Context: an optimization exercise on an open-source flow, tuned for small area. The choices shown serve that exercise and are no tape-out recipe.
RTL that was checked went through simulation tests only; none was proved equivalent to the original.

// syntropy_core
module syntropy_core (
    input wire clk,
    input wire rst_n,
    input wire [15:0] voltage_drift,
    input wire [15:0] packet_loss,
    input wire [15:0] temp_variance,
    input wire [15:0] phase_jitter,
    input wire [15:0] threshold,
    input wire enable_learning,
    input wire mesh_broadcast_en,
    output wire stable,
    output reg [15:0] flux_value,
    output reg [15:0] correction_vector,
    output reg [15:0] optimized_params,
    output wire learning_active,
    output wire mesh_broadcast_req,
    input wire [15:0] mesh_flux_in,
    input wire [15:0] mesh_correction_in,
    input wire mesh_valid_in,
    output reg [15:0] mesh_flux_out,
    output reg [15:0] mesh_correction_out,
    output wire mesh_valid_out,
    output wire [7:0] iteration_count,
    output wire [3:0] state,
    output wire error_flag
);
For scale: about 810 cells after synthesis, ~210 I/O pins, ~9800 um2 of cells after synthesis.
==> flow/config.mk <==
export PLATFORM = sky130hd
export DESIGN_NAME = syntropy_core
export DESIGN_NICKNAME = syntropy_core
export VERILOG_FILES = /design/flow/design.v
export SDC_FILE = /design/flow/constraint.sdc
export NUM_CORES = 4
export LEC_CHECK = 0
export CAP_MARGIN = 20
export CORE_MARGIN = 2
export CORE_UTILIZATION = 35
export CTS_BUF_LIST = sky130_fd_sc_hd__clkbuf_8
export GPL_TIMING_DRIVEN = 0
export SETUP_SLACK_MARGIN = -0.2
export SLEW_MARGIN = 20
export SYNTH_HIERARCHICAL = 1
==> flow/constraint.sdc <==
create_clock -name core_clock -period 13.0 [get_ports {clk}]
set_input_delay 2.6000 -clock core_clock [delete_from_list [all_inputs] [get_ports {clk}]]
set_output_delay 2.6000 -clock core_clock [all_outputs]
set_load 0.01 [all_outputs]
standard.sh (not shown) runs the stock make flow with config.mk's settings and CLKGATE_MAP_FILE= SYNTH_SCRIPT=/design/flow/synth_recipe.tcl, a recipe that flattens the netlist after the stock synthesis.
==> flow/flow/run.sh <==
#!/bin/bash
set -euo pipefail
bash standard.sh synth > synth.log 2>&1
bash standard.sh \
  'BUFFER_PORTS_ARGS=-buffer_cell sky130_fd_sc_hd__buf_1' \
  'CTS_ARGS=-sink_clustering_enable -repair_clock_nets -buf_list sky130_fd_sc_hd__clkbuf_8 -dont_use_dummy_load' \
  finish > layout.log 2>&1
Change:
--- a/flow/config.mk
+++ b/flow/config.mk
@@ -10 +10 @@
-export CORE_UTILIZATION = 35
+export CORE_UTILIZATION = 40
@@ -15,0 +16 @@
+export TNS_END_PERCENT = 50
Global-route usage grows by 2.1 points. Utilization grows by 5.4 points. Clock skew shrinks by 0.0077 ns. Routed wire length shrinks by a few percent. Synthesized cell count does not change.
Change:
--- a/flow/config.mk
+++ b/flow/config.mk
@@ -10 +10 @@
-export CORE_UTILIZATION = 40
+export CORE_UTILIZATION = 55
@@ -13 +12,0 @@
-export SETUP_SLACK_MARGIN = -0.2
@@ -16 +14,0 @@
-export TNS_END_PERCENT = 50
What happened:
- via count rose by 0.92%
- maximum frequency came out higher by 0.96%
- flip-flop and latch count is unchanged
- worst hold slack is about the same
- cell area climbs by 1.3%
- critical path depth stays the same
- count of clock-buffer cells in the layout does not change
- die area went down by 27%
- worst setup slack gains 0.12 ns
Change:
--- a/flow/flow/run.sh
+++ b/flow/flow/run.sh
@@ -6 +6 @@
-  'CTS_ARGS=-sink_clustering_enable -repair_clock_nets -buf_list sky130_fd_sc_hd__clkbuf_8 -dont_use_dummy_load' \
+  'CTS_ARGS=-repair_clock_nets -buf_list sky130_fd_sc_hd__clkbuf_8 -dont_use_dummy_load' \
--- a/flow/config.mk
+++ b/flow/config.mk
@@ -10 +10 @@
-export CORE_UTILIZATION = 55
+export CORE_UTILIZATION = 40
@@ -12,0 +13 @@
+export SETUP_SLACK_MARGIN = -0.1
Outcome: Final area falls by 0.94%. Fmax hardly moves. Sequential share of layout area grows by 0.28 points. Global-route usage shrinks by 7.1 points. Setup slack is worse by 0.036 ns.

---

alpha:
syntropy_core again, from the RTL that the note above started with.
clock: 13.0 ns
lec_check: 0
cap_margin: 20
core_margin: 2
core_utilization: 40
cts_buf_list: sky130_fd_sc_hd__clkbuf_8
gpl_timing_driven: 0
setup_slack_margin: -0.1
slew_margin: 20
synth_hierarchical: 1
==> flow/flow/run.sh <==
#!/bin/bash
set -euo pipefail
bash standard.sh synth > synth.log 2>&1
bash standard.sh \
  'BUFFER_PORTS_ARGS=-buffer_cell sky130_fd_sc_hd__buf_1' \
  'CTS_ARGS=-sink_clustering_enable -repair_clock_nets -buf_list sky130_fd_sc_hd__clkbuf_8 -dont_use_dummy_load' \
  finish > layout.log 2>&1
alpha has completed all stages; timing, DRC and antenna checks passed.
Changes in beta relative to alpha:
diff --git a/flow/config.mk b/flow/config.mk
--- a/flow/config.mk
+++ b/flow/config.mk
@@ -9,6 +9,6 @@
 export CORE_MARGIN = 2
-export CORE_UTILIZATION = 40
+export CORE_UTILIZATION = 45
 export CTS_BUF_LIST = sky130_fd_sc_hd__clkbuf_8
 export GPL_TIMING_DRIVEN = 0
-export SETUP_SLACK_MARGIN = -0.1
+export SETUP_SLACK_MARGIN = -0.2
 export SLEW_MARGIN = 20
==> comparison <==
- Maximum frequency: beta vs alpha down 0.41 MHz
- Going from alpha to beta, via count saw an increase, synthesized area saw little to no change.
Modified inputs, gamma compared to beta
diff --git a/flow/config.mk b/flow/config.mk
--- a/flow/config.mk
+++ b/flow/config.mk
@@ -9,6 +9,5 @@
 export CORE_MARGIN = 2
-export CORE_UTILIZATION = 45
+export CORE_UTILIZATION = 40
 export CTS_BUF_LIST = sky130_fd_sc_hd__clkbuf_8
 export GPL_TIMING_DRIVEN = 0
-export SETUP_SLACK_MARGIN = -0.2
 export SLEW_MARGIN = 20
### Flow results
Sort beta and gamma by area overhead of the layout relative to synthesis asc -> top: gamma. Delta (gamma minus beta): routed metal-1 wire length shows a reduction of 150 um, initial core utilization shows a reduction of 5.6 points, number of gates resized after CTS shows an increase of 3. Area: gamma vs beta -> gamma smaller. gamma has met3 routing resource usage after global routing below what beta had. In gamma, the number of filler instances in the final layout came out about 20% above the value in beta.
[inputs] delta vs gamma
diff --git a/flow/config.mk b/flow/config.mk
--- a/flow/config.mk
+++ b/flow/config.mk
@@ -12,2 +12,3 @@
 export GPL_TIMING_DRIVEN = 0
+export SETUP_SLACK_MARGIN = -0.2
 export SLEW_MARGIN = 20
==> comparison <==
- Diff delta..gamma | remaining design rule violation count | unchanged
- Between gamma and delta, the total length of routed met2 wires figures differ only marginally.

---

## lane 4
Another version of the RTL of syntropy_core (not shown whole).
Size: about 860 cells after synthesis, about 140 flip-flops, ~210 I/O pins, roughly 9800 sq um of cells after synthesis.
// syntropy_core
module syntropy_core (
    input wire clk,
    input wire rst_n,
    input wire [15:0] voltage_drift,
    input wire [15:0] packet_loss,
    input wire [15:0] temp_variance,
    input wire [15:0] phase_jitter,
    input wire [15:0] threshold,
    input wire enable_learning,
    input wire mesh_broadcast_en,
    output wire stable,
    output reg [15:0] flux_value,
    output reg [15:0] correction_vector,
    output reg [15:0] optimized_params,
    output wire learning_active,
    output wire mesh_broadcast_req,
    input wire [15:0] mesh_flux_in,
    input wire [15:0] mesh_correction_in,
    input wire mesh_valid_in,
    output reg [15:0] mesh_flux_out,
    output reg [15:0] mesh_correction_out,
    output wire mesh_valid_out,
    output wire [7:0] iteration_count,
    output wire [3:0] state,
    output wire error_flag
);
    localparam IDLE = 3'd0, EVAL = 3'd1, LEARN = 3'd2, CORR = 3'd3, BCAST = 3'd4, ERR = 3'd5;
    reg [2:0] cs;         
    reg [2:0] ps;         
    reg [3:0] ic;         
    reg       fin;        
    reg       lflag;      
    reg [15:0] p;         
    reg [15:0] q;         
    reg [15:0] thr;
    reg        len, men;
    assign state = {1'b0, ps};
    assign iteration_count = {4'd0, ic};
    assign stable = (ps == EVAL) && (cs == IDLE);
    assign learning_active = (ps == LEARN) && (cs == LEARN);
    assign mesh_broadcast_req = (ps == BCAST);
    assign mesh_valid_out = (ps == BCAST);
    assign error_flag = (ps == ERR);
    wire in_eval  = (cs == EVAL);
    wire in_learn = (cs == LEARN);
    wire first    = (ps == EVAL);
    wire iter     = in_learn && !fin;
    function automatic [4:0] ceil25(input [6:0] b);
        case (b)
            7'd0: ceil25 = 5'd0;
            7'd1: ceil25 = 5'd1;
            7'd2: ceil25 = 5'd1;
            7'd3: ceil25 = 5'd1;
            7'd4: ceil25 = 5'd1;
            7'd5: ceil25 = 5'd1;
            7'd6: ceil25 = 5'd2;
            7'd7: ceil25 = 5'd2;
            7'd8: ceil25 = 5'd2;
            7'd9: ceil25 = 5'd2;
            7'd10: ceil25 = 5'd2;
            7'd11: ceil25 = 5'd3;
            7'd12: ceil25 = 5'd3;
            7'd13: ceil25 = 5'd3;
  ...
export LEC_CHECK = 0
export CAP_MARGIN = 20
export CORE_MARGIN = 2
export CORE_UTILIZATION = 40
export CTS_BUF_LIST = sky130_fd_sc_hd__clkbuf_8
export CTS_CLUSTER_DIAMETER = 100
export CTS_CLUSTER_SIZE = 30
export GPL_TIMING_DRIVEN = 0
export SLEW_MARGIN = 20
export SYNTH_HIERARCHICAL = 1
create_clock -name core_clock -period 13.0 [get_ports {clk}]
==> flow/flow/run.sh <==
#!/bin/bash
set -euo pipefail
bash standard.sh synth > synth.log 2>&1
bash standard.sh 'BUFFER_PORTS_ARGS=-buffer_cell sky130_fd_sc_hd__buf_1' finish > layout.log 2>&1
The flow did not stop early for lane 4: all stages ran, and the layout cleared the timing, DRC and antenna checks.
Here is what was changed in the inputs of lane 1 compared with lane 4.
- removing CTS_CLUSTER_DIAMETER (formerly 100)
- removing CTS_CLUSTER_SIZE (formerly 30)
==> flow/flow/run.sh <==
#!/bin/bash
set -euo pipefail
bash standard.sh synth > synth.log 2>&1
bash standard.sh 'BUFFER_PORTS_ARGS=-buffer_cell sky130_fd_sc_hd__buf_1' 'RECOVER_POWER=100' finish > layout.log 2>&1
## What came out
Lane 4 -> lane 1: number of register bits inferred by synthesis delta 0, exact match
~same share of cell area taken by multi-input logic gates in lane 1 and lane 4
Summary of lane 1 over lane 4: transition at the pin with the smallest max-transition slack flat, total wirelength of the detailed-routed design flat.
Design area of lane 4 is on par with lane 1.
[compare] base=lane 4 new=lane 1: critical path depth held; worst hold slack went up 0.0075 ns.

---

syntropy_core, a different RTL version from the one above (not shown whole).
Size: about 970 cells after synthesis, ~140 flip-flops, roughly 210 I/O pins, ~0.010 mm² of cells after synthesis.
==> flow/config.mk <==
export PLATFORM = sky130hd
export DESIGN_NAME = syntropy_core
export DESIGN_NICKNAME = syntropy_core
export VERILOG_FILES = /design/flow/design.v
export SDC_FILE = /design/flow/constraint.sdc
export NUM_CORES = 4
export LEC_CHECK = 0
export CAP_MARGIN = 20
export CORE_MARGIN = 2
export CORE_UTILIZATION = 40
export SLEW_MARGIN = 20
==> flow/constraint.sdc <==
create_clock -name core_clock -period 13.0 [get_ports {clk}]
set_input_delay 2.6000 -clock core_clock [delete_from_list [all_inputs] [get_ports {clk}]]
set_output_delay 2.6000 -clock core_clock [all_outputs]
set_load 0.01 [all_outputs]
==> flow/flow/run.sh <==
#!/bin/bash
set -euo pipefail
bash standard.sh synth > synth.log 2>&1
bash standard.sh 'BUFFER_PORTS_ARGS=-buffer_cell sky130_fd_sc_hd__buf_1' finish > layout.log 2>&1
Rerun with:
==> flow/run.sh (new file) <==
#!/bin/bash
# synth_recipe.tcl (not shown) runs the flow's synth.tcl, then flattens the netlist and writes it again
# the make line also repeats each setting of config.mk as NAME=value (left out here)
make -C /OpenROAD-flow-scripts/flow DESIGN_CONFIG=/design/flow/config.mk WORK_HOME=/design/flow/orfs CLKGATE_MAP_FILE= SYNTH_SCRIPT=/design/flow/synth_recipe.tcl finish
--- a/flow/config.mk
+++ b/flow/config.mk
@@ -9,3 +9,5 @@
 export CORE_MARGIN = 2
 export CORE_UTILIZATION = 40
+export CTS_BUF_LIST = sky130_fd_sc_hd__clkbuf_8
+export GPL_TIMING_DRIVEN = 0
 export SLEW_MARGIN = 20
removed: flow/flow/run.sh
removed: flow/standard.sh
=> Now the flow finished with negative setup slack left. Clock-buffer cell count does not change. Non-clock buffer count drops by 6. Hold slack gains 8.8 ps. Sequential cell count stays the same. Via count stays flat. Worst setup slack is worse by 210 ps. Design area grows by a few percent. Wire length grows by a few percent. Die area is unchanged. Synthesized area is unchanged.
Rerun with:
--- a/flow/config.mk
+++ b/flow/config.mk
@@ -9,5 +9,3 @@
 export CORE_MARGIN = 2
 export CORE_UTILIZATION = 40
-export CTS_BUF_LIST = sky130_fd_sc_hd__clkbuf_8
-export GPL_TIMING_DRIVEN = 0
 export SLEW_MARGIN = 20
Now the flow produced a clean layout. Count of clock-buffer cells in the layout stays the same. Fmax rose by a few percent. Routed wire length fell by a few percent. Global-route usage fell by 0.59 points. Die area does not change. Final area rose by a few percent.

---

job 8855:
syntropy_core, a different RTL version from the one above (not shown whole).
Size in the first run: roughly 750 cells after synthesis, ~210 I/O pins, ~0.0096 mm^2 of cells after synthesis.
clock: 13.0 ns
lec_check: 0
cap_margin: 20
core_margin: 2
core_utilization: 40
cts_buf_list: sky130_fd_sc_hd__clkbuf_8
gpl_timing_driven: 0
setup_slack_margin: -0.1
slew_margin: 20
synth_hierarchical: 1
==> flow/flow/run.sh <==
#!/bin/bash
set -euo pipefail
bash standard.sh synth > synth.log 2>&1
bash standard.sh \
  'BUFFER_PORTS_ARGS=-buffer_cell sky130_fd_sc_hd__buf_1' \
  'CTS_ARGS=-sink_clustering_enable -repair_clock_nets -buf_list sky130_fd_sc_hd__clkbuf_8 -dont_use_dummy_load' \
  finish > layout.log 2>&1
For job 6418, these inputs were changed with respect to job 8855:
diff --git a/flow/config.mk b/flow/config.mk
--- a/flow/config.mk
+++ b/flow/config.mk
@@ -10,6 +10,6 @@
 export CORE_UTILIZATION = 40
 export CTS_BUF_LIST = sky130_fd_sc_hd__clkbuf_8
-export GPL_TIMING_DRIVEN = 0
-export SETUP_SLACK_MARGIN = -0.1
+export GPL_TIMING_DRIVEN = 1
+export SETUP_SLACK_MARGIN = -0.2
 export SLEW_MARGIN = 20
 export SYNTH_HIERARCHICAL = 1
[summary]
Worst setup path startpoint: q[8] -> job 8855, q[9] -> job 6418. From job 8855 to job 6418 the numbers moved as follows: sequential share of layout area moved down; delay of the slowest critical-path stage moved down. Smallest setup slack after layout, job 6418 and job 8855: smaller value in job 6418.
#### Input delta (job 2548 over job 6418)
diff --git a/flow/config.mk b/flow/config.mk
--- a/flow/config.mk
+++ b/flow/config.mk
@@ -10,5 +10,5 @@
 export CORE_UTILIZATION = 40
 export CTS_BUF_LIST = sky130_fd_sc_hd__clkbuf_8
-export GPL_TIMING_DRIVEN = 1
+export GPL_TIMING_DRIVEN = 0
 export SETUP_SLACK_MARGIN = -0.2
 export SLEW_MARGIN = 20
### Flow results
- [compare] base=job 6418 new=job 2548: multi-input logic portion of the cell area went up by 0.95 points, hold slack went down by 130 ps.
- Going from job 6418 to job 2548, the cell count was found to have gone down by 20.
- Job 2548 contains more vias than job 6418.
- Job 2548: non-clock buffer instance count of the final layout is 20 lower than what job 6418 reported.
- In job 2548, the total wire length came out 6.8% above the value in job 6418.
## Diff of input files: job 2223 against job 2548
diff --git a/flow/config.mk b/flow/config.mk
--- a/flow/config.mk
+++ b/flow/config.mk
@@ -11,5 +11,4 @@
 export CTS_BUF_LIST = sky130_fd_sc_hd__clkbuf_8
 export GPL_TIMING_DRIVEN = 0
-export SETUP_SLACK_MARGIN = -0.2
 export SLEW_MARGIN = 20
 export SYNTH_HIERARCHICAL = 1
Job 2223: full flow OK, the timing, DRC and antenna checks passed. Diff job 2223..job 2548 | global-route total usage across every layer | negligible. From job 2548 to job 2223, number of antenna-violating nets in the routed design did not move at all. Looking at proportion of cell area occupied by registers, job 2223 sits 0.24 points below job 2548. Job 2223 vs job 2548 — peak fanout along the critical path rose 6.
Function was not checked in any run of this note: the RTL went through the layout flow alone.

[afterwards: timing with drivers on the ports]
No port has a modelled driver above. Below, the same layouts with a new extraction and two added sets of constraints. Step 1 assumes that a clkbuf_16 drives the clock port and a buf_2 every other input. Step 2 moves the port delays by t, midway between the first and last clock arrival at a register: inputs arrive t later, outputs are due t later. That takes back most of the time a late clock gives input paths. Slacks: ideal / step 1 / step 2; pairs: ideal / step 1.
run	t, ns	setup WS [ns]	worst setup path after step 2
the first run of note 1	0.469	0.180 / 0.180 / 0.180	register to register
the second run of note 1	0.479	0.170 / 0.170 / 0.170	register to register
the third run of note 1	0.479	0.292 / 0.292 / 0.292	register to register
the fourth run of note 1	0.479	0.256 / 0.256 / 0.256	register to register
alpha	0.479	0.256 / 0.256 / 0.256	register to register
beta	0.467	0.189 / 0.189 / 0.189	register to register
gamma	0.476	0.324 / 0.324 / 0.324	register to register
delta	0.479	0.170 / 0.170 / 0.170	register to register
lane 4	0.488	0.172 / 0.172 / 0.172	register to register
lane 1	0.487	0.176 / 0.176 / 0.176	register to register
the first run of note 4	0.476	0.152 / 0.152 / 0.152	register to register
the second run of note 4	0.493	-0.054 / -0.054 / -0.054	register to register
the third run of note 4	0.471	0.235 / 0.235 / 0.235	register to register
job 8855	0.476	0.243 / 0.243 / 0.243	register to register
job 6418	0.468	0.238 / 0.238 / 0.238	register to register
job 2548	0.479	0.235 / 0.235 / 0.235	register to register
job 2223	0.479	0.389 / 0.389 / 0.389	register to register
